Source: an optimization exercise on an open RTL-to-GDS flow (aim: small area, a short achievable clock period and few clock cycles). Production flows keep margins and buffers that such runs may drop.
Only simulation tests tie the RTL to the original design; equivalence was not proved.
Power is estimated from default activity; no workload was simulated.

==> flow/design.v <==
module CPU(reset, clk, imem_addr, imem_data, dmem_addr, dmem_wdata, dmem_we, dmem_re, dmem_rdata);
  input reset, clk;
  output [31:0] imem_addr;
  input [31:0] imem_data;
  output [31:0] dmem_addr, dmem_wdata;
  output dmem_we, dmem_re;
  input [31:0] dmem_rdata;
  reg [31:0] pc;
  reg [31:0] e_a, e_b, e_x, e_i;
  reg        e_fa, e_fb;
  reg [4:0]  e_dst;
  reg        e_ld, e_st, e_br, e_jr, e_pred;
  reg [1:0]  e_bop;
  reg        e_bi, e_const;
  reg        e_sub, e_uns;
  reg [1:0]  e_lop;
  reg        e_left, e_arith;
  reg        e_rsum, e_rlog, e_rslt, e_rsh, e_rb;
  reg [31:0] m_res, m_sd;
  reg [4:0]  m_dst;
  reg        m_ld, m_st;
  reg [31:0] rf [1:31];
  reg [31:1] rv;
  wire [31:0] ins = imem_data;
  wire [5:0] op = ins[31:26];
  wire [5:0] fn = ins[5:0];
  wire [4:0] rs = ins[25:21], rt = ins[20:16], rd = ins[15:11];
  wire rtype  = (op == 6'h00);
  wire r_sh   = rtype & (fn == 6'h00 | fn == 6'h02 | fn == 6'h03);
  wire r_alu  = rtype & (fn[5:4] == 2'b10);
  wire r_jr   = rtype & (fn == 6'h08);
  wire r_jalr = rtype & (fn == 6'h09);
  wire i_alu  = (op[5:3] == 3'b001);
  wire i_lui  = (op == 6'h0f);
  wire i_zx   = (op == 6'h0c) | (op == 6'h0d) | (op == 6'h0e);
  wire f_ld   = (op == 6'h23);
  wire f_st   = (op == 6'h2b);
  wire f_br   = (op[5:2] == 4'b0001);
  wire f_j    = (op[5:1] == 5'b00001);
  wire f_jal  = (op == 6'h03);
  wire f_trap = (op == 6'h3f);
  wire f_jr   = r_jr | r_jalr;
  wire f_link = f_jal | r_jalr | f_trap;
  wire f_imm  = i_alu | f_ld | f_st;
  wire uses_rs = ~(f_j | f_trap | i_lui | r_sh);
  wire uses_rt = rtype | f_st | (op[5:1] == 5'b00010);
  reg [4:0] f_dst;
  always @* begin
    if (r_sh | r_alu) f_dst = rd;
    else if (i_alu | f_ld) f_dst = rt;
    else if (f_jal | r_jalr) f_dst = 5'd31;
    else if (f_trap) f_dst = 5'd26;
    else f_dst = 5'd0;
  end
  wire f_slt  = (rtype & (fn == 6'h2a | fn == 6'h2b)) | (op == 6'h0a) | (op == 6'h0b);
  wire f_uns  = rtype ? fn[0] : op[0];
  wire f_sub  = (rtype & (fn == 6'h22 | fn == 6'h23)) | f_slt;
  wire f_log  = (rtype & (fn[5:2] == 4'b1001)) | i_zx;
  wire [1:0] f_lop = rtype ? fn[1:0] : op[1:0];
  wire f_rb   = i_lui | f_link;
  wire f_rsum = ~(f_slt | f_log | r_sh | f_rb);
  wire [31:0] m_wdata = m_ld ? dmem_rdata : m_res;
  wire [31:0] rvz = {rv, 1'b0};
  reg [31:0] rf_a, rf_b;
  integer k;
  always @* begin
    rf_a = 32'd0;
    rf_b = 32'd0;
    for (k = 1; k < 32; k = k + 1) begin
      rf_a = rf_a | ({32{rvz[k] & (rs == k)}} & rf[k]);
      rf_b = rf_b | ({32{rvz[k] & (rt == k)}} & rf[k]);
    end
  end
  wire mw_rs = (m_dst != 5'd0) && (m_dst == rs);
  wire mw_rt = (m_dst != 5'd0) && (m_dst == rt);
  wire ew_rs = (e_dst != 5'd0) && (e_dst == rs);
  wire ew_rt = (e_dst != 5'd0) && (e_dst == rt);
  wire [31:0] f_a = mw_rs ? m_wdata : rf_a;
  wire [31:0] f_b = mw_rt ? m_wdata : rf_b;
  wire [31:0] pc4 = pc + 32'd4;
  wire [6:0] lo = {1'b0, pc4[7:2]} + {1'b0, ins[5:0]};
  wire [31:0] btarget = {pc4[31:8], lo[5:0], pc4[1:0]};
  wire f_pred = f_br & (ins[15:6] == 10'h3ff) & lo[6] |
                (op == 6'h05) & (ins[15:6] == 10'h000) & ~lo[6];
  wire [31:0] immx = i_lui ? {ins[15:0], 16'd0} : {i_zx ? 16'd0 : {16{ins[15]}}, ins[15:0]};
  wire [31:0] f_i = f_link ? pc4 : (immx ^ {32{op[5:1] == 5'b00101}});
  wire [31:0] a  = e_fa ? m_res : e_a;
  wire [31:0] b  = e_fb ? m_res : e_b;
  wire [31:0] subm = {32{e_sub}};
  wire [31:0] bx = e_bi ? e_i : e_fb ? (m_res ^ subm) : (e_b ^ subm);
  wire [31:0] bi = bx;
  wire [32:0] sum = {1'b0, a} + {1'b0, bx} + {32'd0, e_sub};
  wire lt = e_uns ? ~sum[32] : ((a[31] == bx[31]) ? a[31] : sum[31]);
  reg [31:0] lres;
  always @* begin
    case (e_lop)
      2'd0: lres = a & bi;
      2'd1: lres = a | bi;
      2'd2: lres = a ^ bi;
      default: lres = ~(a | bi);
    endcase
  end
  reg [31:0] sin, shres;
  wire [31:0] srout;
  integer j;
  always @* for (j = 0; j < 32; j = j + 1) sin[j] = e_left ? b[31-j] : b[j];
  wire [63:0] sext = {{32{e_arith & b[31]}}, sin};
  assign srout = sext >> e_i[10:6];
  always @* for (j = 0; j < 32; j = j + 1) shres[j] = e_left ? srout[31-j] : srout[j];
  wire [31:0] res = ({32{e_rsum}} & sum[31:0]) | ({32{e_rlog}} & lres) |
                    ({32{e_rsh}} & shres) | ({32{e_rb}} & bi) | {31'd0, e_rslt & lt};
  wire a_zero = (a == 32'd0);
  reg cond;
  always @* begin
    case (e_bop)
      2'd0: cond = (a == b);
      2'd1: cond = (a != b);
      2'd2: cond = a[31] | a_zero;
      default: cond = ~a[31] & ~a_zero;
    endcase
  end
  wire e_redirect = e_jr | (e_br & (cond != e_pred));
  wire [31:0] e_btarget = e_x + {e_i[29:0], 2'b00};
  wire [31:0] e_target = e_jr ? a : e_pred ? e_x : e_btarget;
  wire stall = e_ld & (e_dst != 5'd0) &
               ((uses_rs & (rs == e_dst)) | (uses_rt & (rt == e_dst)));
  wire kill = e_redirect | stall;
  wire f_jrnow = f_jr & (ew_rs ? e_const : mw_rs);
  wire [31:0] jtarget = ew_rs ? e_i : m_wdata;
  wire f_go   = ~e_redirect & ~stall;
  wire f_tv   = f_trap & ~pc[31];
  wire s_stay = ~e_redirect & stall;
  wire s_jr   = f_go & f_jrnow;
  wire s_j    = f_go & f_j;
  wire s_trap = f_go & f_tv;
  wire s_pred = f_go & f_pred;
  wire s_seq  = f_go & ~(f_jrnow | f_j | f_tv | f_pred);
  wire [31:0] npc = ({32{e_redirect}} & e_target) | ({32{s_stay}} & pc) |
                    ({32{s_jr}} & jtarget) | ({32{s_j}} & {pc4[31:28], ins[25:0], 2'b00}) |
                    ({32{s_trap}} & 32'h80000008) | ({32{s_pred}} & btarget) |
                    ({32{s_seq}} & pc4);
  always @(posedge clk or posedge reset)
    if (reset) pc <= 32'd0;
    else pc <= npc;
  always @(posedge clk or posedge reset)
    if (reset) begin
      e_dst <= 5'd0; e_ld <= 1'b0; e_st <= 1'b0; e_br <= 1'b0; e_jr <= 1'b0;
    end else if (kill) begin
      e_dst <= 5'd0; e_ld <= 1'b0; e_st <= 1'b0; e_br <= 1'b0; e_jr <= 1'b0;
    end else begin
      e_dst <= f_dst; e_ld <= f_ld; e_st <= f_st; e_br <= f_br; e_jr <= f_jr & ~f_jrnow;
    end
  always @(posedge clk) begin
    e_a <= f_a;
    e_b <= f_b;
    e_x <= pc4;
    e_fa <= ew_rs;
    e_fb <= ew_rt;
    e_pred <= f_pred;
    e_bop <= op[1:0];
    e_bi <= f_imm | f_link;
    e_const <= (rs == 5'd0) & ((op == 6'h0d) | (op == 6'h09) | (op == 6'h08)) | i_lui;
    e_i <= f_i;
    e_sub <= f_sub;
    e_uns <= f_uns;
    e_lop <= f_lop;
    e_left <= ~fn[1];
    e_arith <= fn[0];
    e_rsum <= f_rsum;
    e_rlog <= f_log;
    e_rslt <= f_slt;
    e_rsh <= r_sh;
    e_rb <= f_rb;
  end
  always @(posedge clk or posedge reset)
    if (reset) begin
      m_dst <= 5'd0; m_ld <= 1'b0; m_st <= 1'b0;
    end else begin
      m_dst <= e_dst; m_ld <= e_ld; m_st <= e_st;
    end
  always @(posedge clk) begin
    m_res <= res;
    m_sd <= b;
  end
  assign dmem_addr = m_res;
  assign dmem_wdata = m_sd;
  assign dmem_we = m_st;
  assign dmem_re = m_ld;
  assign imem_addr = pc;
  always @(posedge clk or posedge reset)
    if (reset) rv <= 31'd0;
    else if (m_dst != 5'd0) rv[m_dst] <= 1'b1;
  always @(posedge clk)
    if (m_dst != 5'd0) rf[m_dst] <= m_wdata;
endmodule
==> flow/flow/run.sh <==
#!/bin/bash
# The standard layout, with plain buffers (not delay cells) on the ports,
# timing repair aimed below the clock period (worst paths only), and larger
# clock-tree sink clusters. make's output goes to make.log; each ORFS step
# writes its own log under orfs/logs.
set -euo pipefail
bash standard.sh \
  "BUFFER_PORTS_ARGS=-buffer_cell sky130_fd_sc_hd__buf_2" \
  SETUP_SLACK_MARGIN=7.3 \
  TNS_END_PERCENT=5 \
  finish > make.log 2>&1
==> flow/standard.sh <==
#!/bin/bash
# synth_recipe.tcl (not shown) runs the flow's synth.tcl, then flattens the netlist and writes it again
# the make line also repeats each setting of config.mk as NAME=value (left out here)
make -C /OpenROAD-flow-scripts/flow DESIGN_CONFIG=/design/flow/config.mk WORK_HOME=/design/flow/orfs CLKGATE_MAP_FILE= SYNTH_SCRIPT=/design/flow/synth_recipe.tcl "${@:-finish}"
==> flow/config.mk <==
export PLATFORM = sky130hd
export DESIGN_NAME = CPU
export DESIGN_NICKNAME = CPU
export VERILOG_FILES = /design/flow/design.v
export SDC_FILE = /design/flow/constraint.sdc
export NUM_CORES = 4
export LEC_CHECK = 0
export CAP_MARGIN = 20
export CELL_PAD_IN_SITES_DETAIL_PLACEMENT = 2
export CELL_PAD_IN_SITES_GLOBAL_PLACEMENT = 2
export CORE_MARGIN = 2
export CORE_UTILIZATION = 40
export CTS_CLUSTER_DIAMETER = 60
export CTS_CLUSTER_SIZE = 20
export SLEW_MARGIN = 20
==> flow/constraint.sdc <==
create_clock -name core_clock -period 11.0 [get_ports {clk}]
set_input_delay 2.2000 -clock core_clock [delete_from_list [all_inputs] [get_ports {clk}]]
set_output_delay 2.2000 -clock core_clock [all_outputs]
set_load 0.01 [all_outputs]
==> results.ini, run 1 <==
[finish]
layout_commonest_cell=edfxtp_1
final_cell_mix=edfxtp_1 (992), nand2_1 (334), a221oi_1 (299), a22o_1 (299), a22oi_1 (276)
num-fill-cells=15470
areaGrowthSynthToFinish_pct=18.78
multi_input_area_sq_um=27250
fin_util_pct=47.69
fin_nets=5745
layout-drive-gt1-share_pct=22.30
seqCellArea_sq_um=35990

[detailed_routing]
drt_iter0_drc=10782
wl_per_cell_um=49.50
first_pass_iters=13
drc_errors=0
postRouteAntennaNets=0
routed_via_density=7.639
vias=59237
wirelength_mm=383.9

[global_routing]
grt_max_degree=65
grt_pass1_wl_mm=507.9
grt_pass1_vias=57987
antenna_found_initial=29
track_usage_pct=45.74
grt.overflow.total=0

[setup_path]
worstPathMaxFanout=19
endpoint_kind=flip-flop
startpoint_type=input pin
critPathKind=input pin to flip-flop
critical_path_arrival_ns=5.09
crit_required_ns=11.73

[clock_network]
clock_path_buffers=3
root_buffer=clkbuf_16
cts_max_level=4
cts_buffers=130
clkTransAtPathRegs_ns=0.08
insertion_delay_ns=0.82
cts_tree=built
clkSinkCount=1280

[sta]
period_share_pct=39.60
relSlewSlack_pct=16.69
hold_viol_final=0
grt_setup_unrepaired=true
maxSlewViolCount=0
fmax_ghz=0.2295
fin_skew_ns=0.05127
fin_crit_ns=4.356
setup_viol=0
tns_ns=0
tightest_slew_ns=1.250

[logic_synthesis]
synth_cell_types=92
yosys_warnings=1
netlist_area_sq_um=63440
ys_ff_latch=1280
synth-edff-count=992
syn_area_per_cell_sq_um=11.85
synth-main-ff-cell=edfxtp_1
postSynthNetCount=5536
seq_area_frac_synth_pct=56.67
syn_inst=5354
synthArstFlopShare_pct=6.172

[flow_run]
drv_cap=0

[floorplanning]
rows=146
dieHeight_um=402.3
core_area_sq_um=158000
pin_count=164
initial_utilization_pct=40.15
die-area_sq_um=161800
die_x_um=402.3

[pwr]
ir_worst_vdd_mv=0.1718
p_leak_nw=26.81
power_density_nw_per_um2=172.5

[placement]
routabilityCongestion=0.9504
hpwl_mm=233.3
io_buffers=163

[worst_hold_path]
hold_path_class=flip-flop to flip-flop

[run_status]
outcome=finished clean

final cells by class:
| class | instances | area share [%] |
|---|---|---|
| sequential | 1280 | 47.77 |
| multi-input combinational | 3476 | 36.16 |
| timing repair buffer | 507 | 5.617 |
| antenna | 16 | 0.05313 |
| tap | 2072 | 3.440 |
| clock inverter | 98 | 1.662 |
| inverter | 168 | 0.8883 |
| clock buffer | 138 | 4.412 |
where the power goes:
group / internal (mW) / leakage (nW) / switching, mW
sequential: 5.53 / 11.7 / 0.341
combinational: 0.779 / 12.9 / 1.50
clock: 2.54 / 2.21 / 2.31
worst paths after layout:
| kind | from | endpoint | slack (ns) | cells past startpoint |
|---|---|---|---|---|
| setup / recovery | imem_data[17] | e_b[3] | 6.64 | 9 |
| hold / removal | e_st | m_st | 0.36 | 0 |
| setup reg to reg | e_fb | m_res[0] | 6.88 | 22 |
| hold reg to reg | e_st | m_st | 0.36 | 0 |
| max in group asynchronous | reset | m_dst[0] | 8.34 | 3 |
| min in group asynchronous | reset | pc[15] | 1.35 | 2 |
cell families after synthesis:
group | count (synthesis) | synth area share (%)
AO/OA/AOI/OAI | 1697 | 20.22
XOR/XNOR | 210 | 2.899
adder cells (fa/ha/maj) | 116 | 2.335
buffers and inverters | 605 | 3.688
flip-flops | 1280 | 56.67
multiplexers | 270 | 5.185
AND/OR/NAND/NOR | 1176 | 9.007
metrics by stage:
stage                     hold slack (ns)  power, mW  cell area, sq um  setup WS [ns]  cells
after floorplan                    0.3312      7.063             63670          6.622   5354
after global placement             0.3334      7.948             66950          5.177   7330
after detailed placement           0.3442      8.004             66970          5.181   7330
after CTS                          0.3588      12.84             73760          6.816   7651
after global routing               0.3726      13.33             75320          6.737   7740
final                              0.3606      13.00             75350          6.644   7755
repair_timing:
item                       in CTS  in global routing
resized for setup             298                193
pin swaps                      53                 51
gates cloned                   10                  9
setup endpoints to repair     236                254
hold buffers                    0                  0
setup buffers                  75                 78
Yosys cell counts (all sizes together), types with 79 or more instances:
library cell | instances | area, sq um
edfxtp | 992 | 29790
clkbuf | 364 | 1366
nand2 | 345 | 1295
a221oi | 310 | 2721
a22o | 299 | 2619
a22oi | 288 | 2162
o21ai | 250 | 1251
nor2 | 244 | 925.9
dfxtp | 209 | 4184
a21oi | 191 | 970.9
inv | 166 | 623.1
nand4 | 150 | 953.4
xnor2 | 136 | 1191
mux2 | 124 | 1396
a222oi | 116 | 1161
nand3 | 115 | 575.6
mux2i | 114 | 1172
ha | 112 | 1401
nor3 | 104 | 531.8
dfrtp | 79 | 1977
sequential cells by signal, indices dropped and copies added (netlist names), 2 cells and up:
name   count
e_bop      2
e_lop      2
pc        32
m_res     32
rf       992
e_b       32
e_dst      5
m_dst      5
rv        31
e_a       32
m_sd      32
e_x       32
e_i       32
layer usage:
metal  wire (um)  global-route usage [%]  vias up
li1            -                       -    21783
met1      131700                   54.14    30015
met2      166400                   69.59     5541
met3       48190                   14.51     1876
met4       37480                   34.43       22
met5         179                       0        -
critical path, cell delays in order:
cell	delay [ns]
buf_2	0.25
and2_1	0.38
and3_2	1.00
buf_4	0.52
a22o_1	0.20
a221oi_1	0.05
nand4_1	0.14
nor3_1	0.07
a21oi_1	0.17
Testbench counts, summed over its fixed seeds: cycles 91,835.
==> run 2, diff against run 1 <==
==> flow/config.mk (replaced) <==
export PLATFORM = sky130hd
export DESIGN_NAME = CPU
export DESIGN_NICKNAME = CPU
export VERILOG_FILES = /design/flow/design.v
export SDC_FILE = /design/flow/constraint.sdc
export NUM_CORES = 4
export LEC_CHECK = 0
export CAP_MARGIN = 20
export CELL_PAD_IN_SITES_DETAIL_PLACEMENT = 1
export CELL_PAD_IN_SITES_GLOBAL_PLACEMENT = 1
export CORE_MARGIN = 2
export CORE_UTILIZATION = 45
export CTS_CLUSTER_DIAMETER = 60
export CTS_CLUSTER_SIZE = 20
export SLEW_MARGIN = 20
==> run 2 against run 1 <==
Sequential power is essentially flat. Register-to-register slack better by 0.02 ns. Largest power group unchanged. Combinational power decreased by 4%.
==> results.ini, run 2 <==
[run_status]
outcome=finished clean  ; unchanged

[sta]
tightest_slew_ns=1.162  ; was 1.250 ns
fmax_ghz=0.2320  ; was 0.2295 GHz
hold_viol_final=0  ; unchanged
setup_viol=0  ; unchanged
fin_skew_ns=0.03899  ; was 0.05127 ns
period_share_pct=39.19  ; was 39.60%
finalWorstSetupSlack_ns=6.689  ; was 6.644 ns
tns_ns=0  ; unchanged
fin_crit_ns=4.311  ; was 4.356 ns
relSlewSlack_pct=22.52  ; was 16.69%
grt_setup_unrepaired=true  ; unchanged
maxSlewViolCount=0  ; unchanged

[setup_path]
critical_path_arrival_ns=4.95  ; was 5.09 ns
worstPathMaxFanout=21  ; was 19
crit_required_ns=11.64  ; was 11.73 ns
startpoint_type=input pin  ; unchanged
endpoint_kind=flip-flop  ; unchanged
critPathKind=input pin to flip-flop  ; unchanged

[detailed_routing]
wirelength_mm=350.8  ; was 383.9 mm
vias=57530  ; was 59237
postRouteAntennaNets=0  ; unchanged
drt_iter0_drc=10342  ; was 10782
wl_per_cell_um=46.88  ; was 49.50 um
first_pass_iters=8  ; was 13
drc_errors=0  ; unchanged
routed_via_density=7.687  ; was 7.639

[finish]
largest_register_ffs=992  ; unchanged
num-fill-cells=14058  ; was 15470
layout-drive-gt1-share_pct=21.06  ; was 22.30%
final_cell_mix=edfxtp_1 (992), nand2_1 (340), a221oi_1 (301), a22o_1 (299), a22oi_1 (280)  ; was edfxtp_1 (992), nand2_1 (334), a221oi_1 (299), a22o_1 (299), a22oi_1 (276)
areaGrowthSynthToFinish_pct=16.84  ; was 18.78%
multi_input_area_sq_um=27080  ; was 27250 sq um
top_register=rf  ; unchanged
seqCellArea_sq_um=35990  ; about the same
fin_nets=5684  ; was 5745
layout_commonest_cell=edfxtp_1  ; unchanged

[floorplanning]
dieHeight_um=379.5  ; was 402.3 um
pin_count=164  ; unchanged
die-area_sq_um=144000  ; was 161800 sq um
initial_utilization_pct=45.41  ; was 40.15%
core_area_sq_um=139700  ; was 158000 sq um
rows=137  ; was 146
die_x_um=379.5  ; was 402.3 um

[logic_synthesis]
yosys_warnings=1  ; unchanged
synth-main-ff-cell=edfxtp_1  ; unchanged
synth_cell_types=92  ; unchanged
synth_area_leaders=edfxtp_1 (47%), dfxtp_1 (6.6%), a221oi_1 (4.3%)  ; unchanged
seq_area_frac_synth_pct=56.67  ; unchanged
syn_inst=5354  ; unchanged
synth_area_leader_cell=edfxtp_1  ; unchanged
synthTopCellsByCount=edfxtp_1 (992), clkbuf_1 (364), nand2_1 (345), a221oi_1 (309), a22o_1 (299)  ; unchanged
postSynthNetCount=5536  ; unchanged
synthArstFlopShare_pct=6.172  ; unchanged
synth_top_area_share_pct=46.95  ; unchanged
ys_ff_latch=1280  ; unchanged
synth-edff-count=992  ; unchanged
netlist_area_sq_um=63440  ; unchanged
syn_area_per_cell_sq_um=11.85  ; unchanged
yosysMostFrequentCell=edfxtp_1  ; unchanged

[global_routing]
antenna_found_initial=14  ; was 29
track_usage_pct=47.81  ; was 45.74%
grt_pass1_vias=54990  ; was 57987
grt_max_degree=65  ; unchanged
grt_pass1_wl_mm=468.7  ; was 507.9 mm
grt.overflow.total=0  ; unchanged

[placement]
hpwl_mm=214.5  ; was 233.3 mm
routabilityCongestion=0.9886  ; was 0.9504
io_buffers=163  ; unchanged
dp_slack_ns=4.975  ; was 5.181 ns

[flow_run]
drv_cap=0  ; unchanged

[clock_network]
clkSinkCount=1280  ; unchanged
cts_tree=built  ; unchanged
clkTransAtPathRegs_ns=0.08  ; about the same
cts_max_level=3  ; was 4
cts_buffers=117  ; was 130
clock_path_buffers=3  ; unchanged
root_buffer=clkbuf_16  ; unchanged
insertion_delay_ns=0.79  ; was 0.82 ns

[pwr]
ir_worst_vdd_mv=0.1567  ; was 0.1718 mV
p_sw_share_pct=32.15  ; was 31.91%
power_frac_comb_pct=17.5  ; about the same
p_leak_nw=26.42  ; was 26.81 nW
p_clk_share_pct=35.5  ; was 37.3%
power.switching_mw=4.016  ; was 4.147 mW
seqPwrFrac_pct=47.0  ; was 45.2%
p_int_mw=8.477  ; was 8.849 mW
power_density_nw_per_um2=168.5  ; was 172.5 nW/um^2

[worst_hold_path]
hold_path_class=flip-flop to flip-flop  ; unchanged

==> run 2: cell counts after synthesis <==
No cell type changed its count.
==> run 2: routing by layer <==
metal / global-route usage (%) / wire, um
met1: 57.31 / 120000
met2: 71.04 / 149000
met3: 14.64 / 45700
met4: 38.62 / 35850
met5: 0.7890 / 284
==> run 2: cell type report <==
class	instances	area share [%]
Inverter	168	0.8642
Sequential cell	1280	48.55
Antenna cell	5	0.01688
Clock buffer	125	4.046
Clock inverter	95	1.521
Multi-Input combinational cell	3473	36.53
Timing Repair Buffer	462	5.305
Tap cell	1876	3.167
==> run 2: path summary, 6_finish.rpt <==
kind / slack (ns) / from / cells past startpoint / to
setup reg to reg: 6.90 / e_fb / 25 / m_res[0]
max in group asynchronous: 8.31 / reset / 3 / m_dst[0]
hold reg to reg: 0.36 / e_st / 0 / m_st
setup / recovery: 6.69 / imem_data[17] / 8 / e_b[13]
min in group asynchronous: 1.46 / reset / 2 / m_ld
hold / removal: 0.36 / e_st / 0 / m_st
==> run 2: worst max-delay path: stages <==
cell and delay (ns):
buf_2 0.27, nor2b_2 0.46, and4_4 0.56, buf_4 0.61, a221oi_1 0.23, nand4_1 0.18, nor3_4 0.09, a21oi_1 0.31
==> run 2: kinds of logic after synthesis <==
kind of cell / synth area share (%)
AND/OR/NAND/NOR: 9.007
adder cells (fa/ha/maj): 2.335
flip-flops: 56.67
AO/OA/AOI/OAI: 20.22
multiplexers: 5.185
XOR/XNOR: 2.899
buffers and inverters: 3.688
==> run 2: power by group through the flow <==
stage	combinational, mW	clock [mW]	sequential [mW]
after floorplan	1.25	0	5.81
after global placement	1.99	0	5.95
after detailed placement	2.01	0	5.95
after CTS	2.09	4.43	5.85
after global routing	2.33	4.60	5.87
final	2.19	4.43	5.87
==> run 2: repair_timing <==
item | 4_1_cts | 5_1_grt
resized for setup | 375 | 106
endpoints found under the hold margin | 0 | 0
cloned | 15 | 0
hold buffers | 0 | 0
setup endpoints to repair | 247 | 218
pin swaps | 78 | 45
buffers inserted | 92 | 27
==> run 2: per-stage QoR <==
stage	hold slack [ns]	util, %	power, mW	cells	cell area, sq um
floorplan	0.3312	-	7.063	5354	63670
global placement	0.3390	47.69	7.938	7124	66630
detailed placement	0.3418	47.70	7.959	7125	66640
CTS	0.3666	52.61	12.37	7452	73490
global route	0.3763	53.05	12.81	7479	74110
finish	0.3618	53.06	12.49	7484	74130
==> run 3, diff against run 2 <==
--- a/flow/config.mk
+++ b/flow/config.mk
@@ -5,11 +5,11 @@
 export SDC_FILE = /design/flow/constraint.sdc
 export NUM_CORES = 4
 export LEC_CHECK = 0
-export CAP_MARGIN = 20
+export CAP_MARGIN = 10
 export CELL_PAD_IN_SITES_DETAIL_PLACEMENT = 1
 export CELL_PAD_IN_SITES_GLOBAL_PLACEMENT = 1
 export CORE_MARGIN = 2
 export CORE_UTILIZATION = 45
 export CTS_CLUSTER_DIAMETER = 60
 export CTS_CLUSTER_SIZE = 20
-export SLEW_MARGIN = 20
+export SLEW_MARGIN = 10
==> run 3 against run 2 <==
Still clean on timing, DRC and antenna. Critical path depth up 3. Hold slack worse by 0.0091 ns. Utilization up 0.10 points.
==> results.ini, run 3 <==
[logic_synthesis]
postSynthNetCount=5536  ; unchanged
yosys_warnings=1  ; unchanged
seq_area_frac_synth_pct=56.67  ; unchanged
ys_ff_latch=1280  ; unchanged
netlist_area_sq_um=63440  ; unchanged
synthTopCellsByCount=edfxtp_1 (992), clkbuf_1 (364), nand2_1 (345), a221oi_1 (309), a22o_1 (299)  ; unchanged
synthArstFlopShare_pct=6.172  ; unchanged
synth_top_area_share_pct=46.95  ; unchanged
syn_inst=5354  ; unchanged
synth-edff-count=992  ; unchanged
synth_cell_types=92  ; unchanged
yosysMostFrequentCell=edfxtp_1  ; unchanged
synth_area_leader_cell=edfxtp_1  ; unchanged
synth_area_leaders=edfxtp_1 (47%), dfxtp_1 (6.6%), a221oi_1 (4.3%)  ; unchanged
syn_area_per_cell_sq_um=11.85  ; unchanged
synth-main-ff-cell=edfxtp_1  ; unchanged

[detailed_routing]
routed_via_density=7.679  ; was 7.687
drc_errors=0  ; unchanged
first_pass_iters=11  ; was 8
wl_per_cell_um=46.93  ; was 46.88 um
vias=57602  ; was 57530
drt_iter0_drc=11308  ; was 10342
postRouteAntennaNets=0  ; unchanged
wirelength_mm=352.0  ; was 350.8 mm

[clock_network]
insertion_delay_ns=0.80  ; was 0.79 ns
cts_buffers=116  ; was 117
root_buffer=clkbuf_16  ; unchanged
cts_max_level=3  ; unchanged
cts_tree=built  ; unchanged
clock_path_buffers=3  ; unchanged
clkSinkCount=1280  ; unchanged
clkTransAtPathRegs_ns=0.08  ; about the same

[sta]
relSlewSlack_pct=22.97  ; was 22.52%
tightest_slew_ns=1.155  ; was 1.162 ns
setup_viol=0  ; unchanged
period_share_pct=38.78  ; was 39.19%
hold_viol_final=0  ; unchanged
maxSlewViolCount=0  ; unchanged
fin_crit_ns=4.265  ; was 4.311 ns
tns_ns=0  ; unchanged
grt_setup_unrepaired=true  ; unchanged
fmax_ghz=0.2344  ; was 0.2320 GHz
fin_skew_ns=0.03662  ; was 0.03899 ns

[setup_path]
rrSetupSlack_ns=6.78  ; was 6.90 ns
crit_required_ns=11.71  ; was 11.64 ns
crit_top_cell=buf_4
worstPathMaxFanout=19  ; was 21
endpoint_kind=flip-flop  ; unchanged
startpoint_type=input pin  ; unchanged
crit_slowest_cell=buf_4  ; unchanged
max_stage_delay_ns=0.51  ; was 0.61 ns
critical_path_arrival_ns=4.97  ; was 4.95 ns
critPathKind=input pin to flip-flop  ; unchanged
crit_path_cell_trace=buf_4 > nor2_1 > and3_2 > buf_4 > buf_4 > a22o_1 > a221oi_1 > nand4_1 > nor3_1 > buf_4 > a21oi_1  ; was buf_2 > nor2b_2 > and4_4 > buf_4 > a221oi_1 > nand4_1 > nor3_4 > a21oi_1

[global_routing]
grt_pass1_vias=54934  ; was 54990
track_usage_pct=47.97  ; was 47.81%
grt_max_degree=65  ; unchanged
grt.overflow.total=0  ; unchanged
grt_pass1_wl_mm=469.8  ; was 468.7 mm
antenna_found_initial=16  ; was 14

[finish]
fin_nets=5689  ; was 5684
multi_input_area_sq_um=27000  ; was 27080 sq um
fin_cells=7501  ; was 7484
postLayoutCellArea_sq_um=74270  ; was 74130 sq um
seqCellArea_sq_um=35990  ; about the same
num-fill-cells=14057  ; was 14058
areaGrowthSynthToFinish_pct=17.07  ; was 16.84%
layout_commonest_cell=edfxtp_1  ; unchanged
largest_register_ffs=992  ; unchanged
layout-drive-gt1-share_pct=21.02  ; was 21.06%
fin_util_pct=53.16  ; was 53.06%
final_cell_mix=edfxtp_1 (992), nand2_1 (338), a221oi_1 (299), a22o_1 (299), a22oi_1 (280)  ; was edfxtp_1 (992), nand2_1 (340), a221oi_1 (301), a22o_1 (299), a22oi_1 (280)
top_register=rf  ; unchanged

[placement]
hpwl_mm=214.5  ; about the same
placed_cell_area_sq_um=66640  ; about the same
io_buffers=163  ; unchanged
dpl.cell_count=7124  ; was 7125
routabilityCongestion=0.9886  ; unchanged

[pwr]
ir_worst_vdd_mv=0.1582  ; was 0.1567 mV
power_density_nw_per_um2=169.1  ; was 168.5 nW/um^2
p_leak_nw=26.54  ; was 26.42 nW

[worst_hold_path]
hold_path_class=flip-flop to flip-flop  ; unchanged

[flow_run]
drv_cap=0  ; unchanged

[floorplanning]
dieHeight_um=379.5  ; unchanged
pin_count=164  ; unchanged
core_area_sq_um=139700  ; unchanged
die_x_um=379.5  ; unchanged
die-area_sq_um=144000  ; unchanged
rows=137  ; unchanged
initial_utilization_pct=45.41  ; unchanged

[run_status]
outcome=finished clean  ; unchanged

-- run 3: layout make-up --
| class | instances | share of cell area, % |
|---|---|---|
| Clock buffer | 123 | 4.001 |
| Sequential cell | 1280 | 48.45 |
| Antenna cell | 16 | 0.05391 |
| Tap cell | 1876 | 3.161 |
| Multi-Input combinational cell | 3472 | 36.35 |
| Timing Repair Buffer | 469 | 5.475 |
| Inverter | 168 | 0.8626 |
| Clock inverter | 97 | 1.639 |
-- run 3: cell families (layout without fill, tap and decap cells) --
family          count (synthesis)  count (layout)  share of synthesized area, %
simple gates                 1176            1178                         9.007
xor+xnor                      210             210                         2.899
buf+inv                       605             857                         3.688
mux                           270             270                         5.185
flops                        1280            1280                         56.67
other cells                     0              16                             0
fa+ha+maj                     116             116                         2.335
compound gates               1697            1698                         20.22
-- run 3: through the flow --
step                      hold slack [ns]  setup WS [ns]  total power [mW]
after detailed placement           0.3405          4.966             7.957
after global routing               0.3728          6.710             12.87
final                              0.3527          6.735             12.56
after floorplan                    0.3312          6.622             7.063
after global placement             0.3390          4.757             7.938
after CTS                          0.3546          6.913             12.43
-- run 3: worst paths after layout --
path / startpoint / to / depth (start not counted)
setup / recovery: imem_data[23] / e_a[22] / 11
hold / removal: e_st / m_st / 0
setup reg to reg: e_fb / m_res[30] / 13
hold reg to reg: e_st / m_st / 0
max in group asynchronous: reset / m_dst[0] / 3
min in group asynchronous: reset / pc[18] / 2
-- run 3: layer usage --
layer	vias to the layer above	wire length [um]	global-route usage, %
met5	-	115	0.8233
met4	10	36640	39.59
met3	1840	46740	14.67
met2	5496	148900	71.33
met1	28561	119700	57.13
li1	21695	-	-
-- run 3: critical path, delay by kind of cell --
| family | cells | cell delay [ns] |
|---|---|---|
| buffers and inverters | 4 | 1.36 |
| AO/OA/AOI/OAI | 3 | 0.41 |
| AND/OR/NAND/NOR | 4 | 0.94 |
-- run 3: power breakdown --
group          total [mW]  internal, mW  switching [mW]  leakage (nW)
combinational        2.20         0.760            1.44          12.8
clock                4.49          2.23            2.26          2.02
sequential           5.87          5.53           0.338          11.7
-- run 3: timing repair --
item / CTS / global route
pin swaps: 67 / 44
endpoints found under the setup margin: 251 / 225
hold buffers: 0 / 0
setup buffers: 97 / 28
gates cloned: 15 / 1
resized for setup: 354 / 115
==> run 4, diff against run 3 <==
--- a/flow/config.mk
+++ b/flow/config.mk
@@ -11,5 +11,5 @@
 export CORE_MARGIN = 2
 export CORE_UTILIZATION = 45
 export CTS_CLUSTER_DIAMETER = 60
-export CTS_CLUSTER_SIZE = 20
+export CTS_CLUSTER_SIZE = 30
 export SLEW_MARGIN = 10
==> run 4 against run 3 <==
Register-to-register slack hardly changed. Utilization is 0.77 points higher. Final cell count is 0.68% higher. Largest cell class unchanged. Flip-flop and latch count stayed put. Still clean on timing, DRC and antenna.
==> results.ini, run 4 <==
[sta]
relSlewSlack_pct=20.29  ; was 22.97%
maxSlewViolCount=0  ; unchanged
tns_ns=0  ; unchanged
grt_setup_unrepaired=true  ; unchanged
fin_skew_ns=0.03597  ; was 0.03662 ns
period_share_pct=38.37  ; was 38.78%
tightest_slew_ns=1.196  ; was 1.155 ns
setup_viol=0  ; unchanged
hold_viol_final=0  ; unchanged
fin_crit_ns=4.220  ; was 4.265 ns
fmax_ghz=0.2370  ; was 0.2344 GHz
whs_ns=0.3543  ; was 0.3527 ns

[global_routing]
grt_pass1_wl_mm=469.4  ; was 469.8 mm
grt_pass1_vias=54938  ; was 54934
grt_max_degree=65  ; unchanged
track_usage_pct=47.92  ; was 47.97%
antenna_found_initial=21  ; was 16
grt.overflow.total=0  ; unchanged

[floorplanning]
pin_count=164  ; unchanged
core_area_sq_um=139700  ; unchanged
dieHeight_um=379.5  ; unchanged
die-area_sq_um=144000  ; unchanged
die_x_um=379.5  ; unchanged
initial_utilization_pct=45.41  ; unchanged
rows=137  ; unchanged

[pwr]
ir_worst_vdd_mv=0.1747  ; was 0.1582 mV
power_density_nw_per_um2=167.8  ; was 169.1 nW/um^2
total_power_mw=12.64  ; was 12.56 mW
p_leak_nw=27.01  ; was 26.54 nW

[finish]
seqCellArea_sq_um=35990  ; about the same
layout_commonest_cell=edfxtp_1  ; unchanged
areaGrowthSynthToFinish_pct=18.76  ; was 17.07%
multi_input_area_sq_um=27150  ; was 27000 sq um
layout-drive-gt1-share_pct=22.10  ; was 21.02%
fin_nets=5739  ; was 5689
top_register=rf  ; unchanged
fin_cells=7552  ; was 7501
largest_register_ffs=992  ; unchanged
num-fill-cells=13998  ; was 14057
final_cell_mix=edfxtp_1 (992), nand2_1 (338), a22o_1 (299), a221oi_1 (297), a22oi_1 (280)  ; was edfxtp_1 (992), nand2_1 (338), a221oi_1 (299), a22o_1 (299), a22oi_1 (280)

[detailed_routing]
vias=58374  ; was 57602
routed_via_density=7.730  ; was 7.679
wl_per_cell_um=47.38  ; was 46.93 um
postRouteAntennaNets=0  ; unchanged
wirelength_mm=357.8  ; was 352.0 mm
first_pass_iters=14  ; was 11
drt_iter0_drc=11153  ; was 11308
drc_errors=0  ; unchanged

[clock_network]
clkSinkCount=1280  ; unchanged
cts_tree=built  ; unchanged
insertion_delay_ns=0.80  ; about the same
clock_path_buffers=3  ; unchanged
root_buffer=clkbuf_16  ; unchanged
cts_max_level=3  ; unchanged
clkTransAtPathRegs_ns=0.08  ; about the same
cts_buffers=116  ; unchanged

[setup_path]
endpoint_kind=flip-flop  ; unchanged
reg2reg_from=e_fb  ; unchanged
crit_required_ns=11.61  ; was 11.71 ns
setup.worst_path.start=e_fb  ; was imem_data[23]
rrSetupSlack_ns=6.78  ; about the same
reg2reg_to=m_res[30]  ; unchanged
rr_worst_depth=13  ; unchanged
startpoint_type=flip-flop  ; was input pin
critPathKind=flip-flop to flip-flop  ; was input pin to flip-flop
worstPathMaxFanout=7  ; was 19
critical_path_arrival_ns=4.83  ; was 4.97 ns
endpoint=m_res[30]  ; was e_a[22]

[logic_synthesis]
synth-compound-area-share_pct=20.22  ; unchanged
ys_ff_latch=1280  ; unchanged
postSynthNetCount=5536  ; unchanged
syn_inst=5354  ; unchanged
netlist_area_sq_um=63440  ; unchanged
synth-edff-count=992  ; unchanged
synth_fa_ha_area_share_pct=2.335  ; unchanged
yosys_warnings=1  ; unchanged
synth-simple-area-share_pct=9.007  ; unchanged
syn_area_per_cell_sq_um=11.85  ; unchanged
synthTopCellsByCount=edfxtp_1 (992), clkbuf_1 (364), nand2_1 (345), a221oi_1 (309), a22o_1 (299)  ; unchanged
synth_area_leader_cell=edfxtp_1  ; unchanged
synth_area_leaders=edfxtp_1 (47%), dfxtp_1 (6.6%), a221oi_1 (4.3%)  ; unchanged
synth_top_area_share_pct=46.95  ; unchanged
synth_top_family_by_area=compound AO/OA/AOI/OAI gates  ; unchanged
synthArstFlopShare_pct=6.172  ; unchanged
yosysMostFrequentCell=edfxtp_1  ; unchanged
synth_xor_area_share_pct=2.899  ; unchanged
seq_area_frac_synth_pct=56.67  ; unchanged
synth_cell_types=92  ; unchanged
synth-main-ff-cell=edfxtp_1  ; unchanged
synth.area.mux_share_pct=5.185  ; unchanged

[placement]
dpl.cell_count=7124  ; unchanged
routabilityCongestion=0.9886  ; unchanged
io_buffers=163  ; unchanged
hpwl_mm=214.5  ; unchanged

[flow_run]
drv_cap=0  ; unchanged

[run_status]
outcome=finished clean  ; unchanged

[worst_hold_path]
hold_path_class=flip-flop to flip-flop  ; unchanged
hp-start=e_st  ; unchanged
whs_path_depth=0  ; unchanged

run 4: layout make-up:
class	instances	area share, %
inverter	168	0.8503
antenna	15	0.04982
clock inverter	101	1.734
timing repair buffer	518	6.510
sequential	1280	47.77
clock buffer	121	3.934
multi-input combinational	3473	36.04
tap	1876	3.116
run 4: worst min-delay path by stage:
stage                       to
after floorplan           m_st
after global placement    m_st
after detailed placement  m_st
after CTS                 m_st
after global routing      m_st
final                     m_st
run 4: kinds of logic after synthesis:
logic type | after synthesis
mux | 270
flops | 1280
buf+inv | 605
fa+ha+maj | 116
compound gates | 1697
simple gates | 1176
xor+xnor | 210
run 4: layer usage:
layer,wire [um],track usage (%),share of wire (%)
met1,121400,56.94,34
met3,48150,15.01,13
met2,151000,71.31,42
met4,37020,39.20,10
met5,224,0.7890,0.063
run 4: stage by stage:
step / worst slack, ns / utilization (%) / instance area (sq um)
floorplan: 6.622 / - / 63670
global placement: 4.757 / 47.69 / 66630
detailed placement: 4.966 / 47.70 / 66640
CTS: 6.914 / 52.70 / 73620
global route: 6.780 / 53.90 / 75300
finish: 6.780 / 53.93 / 75340
run 4: timing repair:
item                       4_1_cts  5_1_grt
pin swaps                       69       55
gates resized for setup        356      216
cloned                          15        9
hold buffers                     0        0
setup endpoints to repair      251      222
setup buffers                   97       70
run 4: report_power, final:
part | leakage (nW) | switching [mW] | internal [mW]
sequential | 11.7 | 0.340 | 5.53
clock | 2.06 | 2.32 | 2.24
combinational | 13.2 | 1.45 | 0.771
run 4: critical path: stages (launching register included):
cell      delay, ns
dfxtp_4        0.41
buf_4          0.13
buf_4          0.11
buf_12         0.12
mux2i_4        0.46
xnor2_1        0.10
o21ai_0        0.48
ha_1           0.42
mux2i_1        0.18
a21oi_1        0.09
a222oi_1       0.76
o21ai_0        0.19
a21oi_1        0.38
o311ai_0       0.22
==> run 5, diff against run 4 <==
--- a/flow/config.mk
+++ b/flow/config.mk
@@ -5,11 +5,11 @@
 export SDC_FILE = /design/flow/constraint.sdc
 export NUM_CORES = 4
 export LEC_CHECK = 0
-export CAP_MARGIN = 10
+export CAP_MARGIN = 20
 export CELL_PAD_IN_SITES_DETAIL_PLACEMENT = 1
 export CELL_PAD_IN_SITES_GLOBAL_PLACEMENT = 1
 export CORE_MARGIN = 2
 export CORE_UTILIZATION = 45
 export CTS_CLUSTER_DIAMETER = 60
 export CTS_CLUSTER_SIZE = 30
-export SLEW_MARGIN = 10
+export SLEW_MARGIN = 20
==> run 5 against run 4 <==
Fmax down 1.2%. Area after synthesis did not move. Setup slack got worse by 0.050 ns. Hold slack better by 0.0085 ns. First-iteration DRC count shrank 1.9%. Via count rose by 0.15%. Critical endpoint is now e_b[13]. Largest power group unchanged. Highest routed layer unchanged.
==> results.ini, run 5 <==
[detailed_routing]
wl_per_cell_um=47.14  ; was 47.38 um
first_pass_iters=13  ; was 14
drc_errors=0  ; unchanged
vias=58463  ; was 58374
drt_iter0_drc=10944  ; was 11153
postRouteAntennaNets=0  ; unchanged
routed_via_density=7.745  ; was 7.730
wirelength_mm=355.8  ; was 357.8 mm

[finish]
layout-drive-gt1-share_pct=22.25  ; was 22.10%
largest_register_ffs=992  ; unchanged
fin_util_pct=53.81  ; was 53.93%
fin_nets=5733  ; was 5739
areaGrowthSynthToFinish_pct=18.49  ; was 18.76%
layout_commonest_cell=edfxtp_1  ; unchanged
fin_cells=7548  ; was 7552
final_cell_mix=edfxtp_1 (992), nand2_1 (337), a22o_1 (299), a221oi_1 (295), a22oi_1 (278)  ; was edfxtp_1 (992), nand2_1 (338), a22o_1 (299), a221oi_1 (297), a22oi_1 (280)
top_register=rf  ; unchanged

[flow_run]
drv_cap=0  ; unchanged

[worst_hold_path]
hold_path_class=flip-flop to flip-flop  ; unchanged

[placement]
io_buffers=163  ; unchanged
routabilityCongestion=0.9886  ; unchanged
dpl.cell_count=7125  ; was 7124
hpwl_mm=214.5  ; about the same

[floorplanning]
dieHeight_um=379.5  ; unchanged
pin_count=164  ; unchanged
rows=137  ; unchanged
core_area_sq_um=139700  ; unchanged
die_x_um=379.5  ; unchanged
die-area_sq_um=144000  ; unchanged
initial_utilization_pct=45.41  ; unchanged

[logic_synthesis]
synth_area_leader_cell=edfxtp_1  ; unchanged
synth_area_leaders=edfxtp_1 (47%), dfxtp_1 (6.6%), a221oi_1 (4.3%)  ; unchanged
synth_cell_types=92  ; unchanged
postSynthNetCount=5536  ; unchanged
synth_top_area_share_pct=46.95  ; unchanged
yosysMostFrequentCell=edfxtp_1  ; unchanged
netlist_area_sq_um=63440  ; unchanged
seq_area_frac_synth_pct=56.67  ; unchanged
syn_area_per_cell_sq_um=11.85  ; unchanged
yosys_warnings=1  ; unchanged
synthArstFlopShare_pct=6.172  ; unchanged
syn_inst=5354  ; unchanged
synth-main-ff-cell=edfxtp_1  ; unchanged
ys_ff_latch=1280  ; unchanged
synth-edff-count=992  ; unchanged
synthTopCellsByCount=edfxtp_1 (992), clkbuf_1 (364), nand2_1 (345), a221oi_1 (309), a22o_1 (299)  ; unchanged

[pwr]
total_power_mw=12.60  ; was 12.64 mW
power_density_nw_per_um2=167.7  ; was 167.8 nW/um^2
ir_worst_vdd_mv=0.1675  ; was 0.1747 mV
p_leak_nw=26.87  ; was 27.01 nW

[clock_network]
cts_max_level=3  ; unchanged
clock_path_buffers=3  ; unchanged
root_buffer=clkbuf_16  ; unchanged
cts_buffers=116  ; unchanged
hold_buffers=0  ; unchanged
cts_tree=built  ; unchanged
clkTransAtPathRegs_ns=0.08  ; about the same
insertion_delay_ns=0.78  ; was 0.80 ns
clkSinkCount=1280  ; unchanged

[setup_path]
worstPathMaxFanout=21  ; was 7
startpoint_type=input pin  ; was flip-flop
critPathKind=input pin to flip-flop  ; was flip-flop to flip-flop
crit_required_ns=11.63  ; was 11.61 ns
endpoint_kind=flip-flop  ; unchanged
critical_path_arrival_ns=4.90  ; was 4.83 ns

[sta]
whs_ns=0.3627  ; was 0.3543 ns
hold_viol_final=0  ; unchanged
relSlewSlack_pct=20.16  ; was 20.29%
tns_ns=0  ; unchanged
fin_crit_ns=4.270  ; was 4.220 ns
tightest_slew_ns=1.198  ; was 1.196 ns
grt_setup_unrepaired=true  ; unchanged
setup_viol=0  ; unchanged
fin_skew_ns=0.03617  ; was 0.03597 ns
period_share_pct=38.82  ; was 38.37%
fmax_ghz=0.2342  ; was 0.2370 GHz
maxSlewViolCount=0  ; unchanged

[global_routing]
grt_pass1_wl_mm=468.6  ; was 469.4 mm
grt.overflow.total=0  ; unchanged
track_usage_pct=47.82  ; was 47.92%
grt_pass1_vias=55037  ; was 54938
antenna_found_initial=16  ; was 21
grt_max_degree=65  ; unchanged

[run_status]
outcome=finished clean  ; unchanged

## run 5: cell counts after synthesis
Identical to the previous run, type by type.
## run 5: cells by family after synthesis
| group | after synthesis | share of synthesized area (%) |
|---|---|---|
| AOI/OAI and AO/OA | 1697 | 20.22 |
| DFF | 1280 | 56.67 |
| and+or+nand+nor | 1176 | 9.007 |
| buffers and inverters | 605 | 3.688 |
| muxes | 270 | 5.185 |
| xor gates and xnor gates | 210 | 2.899 |
| adders and majority gates | 116 | 2.335 |
## run 5: cell type report
class | instances | area (sq um)
diodes | 19 | 47.55
clock buffers | 122 | 2945
inverters | 168 | 640.6
clock inverters | 98 | 1295
fillers | 13986 | 64530
multi-input cells | 3473 | 27170
repair buffers | 512 | 4735
flip-flops and latches | 1280 | 35990
well taps | 1876 | 2347
## run 5: worst max-delay path: stages
cell and delay [ns]:
buf_2 0.28, nor2b_2 0.44, and4_4 0.53, buf_4 0.59
a221oi_1 0.23, nand4_1 0.19, nor3_4 0.08, a21oi_1 0.31
## run 5: final timing paths
kind                       endpoint           from  cells past startpoint  slack, ns
max reg2reg                m_res[0]           e_fb                     25       6.90
min                            m_st           e_st                      0       0.36
min in group asynchronous      m_ld          reset                      2       1.48
min reg2reg                    m_st           e_st                      0       0.36
max in group asynchronous  m_dst[0]          reset                      3       8.27
max                         e_b[13]  imem_data[17]                      8       6.73
## run 5: layer usage
metal  vias up  track usage, %  routed length, um
met5         -          0.9262                308
met4        20           38.32              36150
met3      1826           14.03              47490
met2      5777           71.50             151300
met1     29066           57.44             120600
li1      21774               -                  -
## run 5: where the power goes
part | internal (mW) | switching [mW]
registers | 5.53 | 0.339
clock network | 2.22 | 2.32
logic | 0.763 | 1.43
total | 8.52 | 4.09
## run 5: through the flow
stage	area (sq um)	worst slack [ns]
2_1_floorplan	63670	6.622
3_3_place_gp	66630	4.757
3_5_place_dp	66640	4.975
4_1_cts	73610	6.919
5_1_grt	75130	6.792
6_report	75170	6.730
## run 5: timing repair
item,in CTS,in global routing
gates resized for setup,386,176
pin swaps,76,68
buffers inserted,88,72
cloned,15,9
setup endpoints to repair,245,222

[static timing again, ports no longer ideal]
How much do the figures lean on ideal ports? The routed layouts below were timed once more, with nothing changed but the port constraints. Step 1 assumes that a clkbuf_16 drives the clock port and a buf_2 every other input. Step 2 times the ports against the registers' clock, not the clock port: input delays grow and output delays shrink by t, the midpoint of the rising clock arrivals with the driver on. Slacks: ideal ports / drivers / drivers and shift; pairs: ideal ports / drivers.
| run | t, ns | setup slack, ns | clock arrival spread, ns | worst slew at a driven data input, ns |
|---|---|---|---|---|
| run 1 | 0.895 | 6.644 / 6.713 / 5.818 | 0.051 / 0.051 | 0.06 |
| run 2 | 0.864 | 6.689 / 6.751 / 5.887 | 0.050 / 0.050 | 0.07 |
| run 3 | 0.857 | 6.735 / 6.781 / 5.934 | 0.044 / 0.044 | 0.07 |
| run 4 | 0.857 | 6.780 / 6.780 / 5.984 | 0.044 / 0.044 | 0.16 |
| run 5 | 0.851 | 6.730 / 6.792 / 5.941 | 0.041 / 0.041 | 0.06 |
After both steps every run listed still meets setup and hold. For run 1, which loses most, drivers alone change the setup slack by +0.069 ns; drivers and shift together by -0.826 ns.
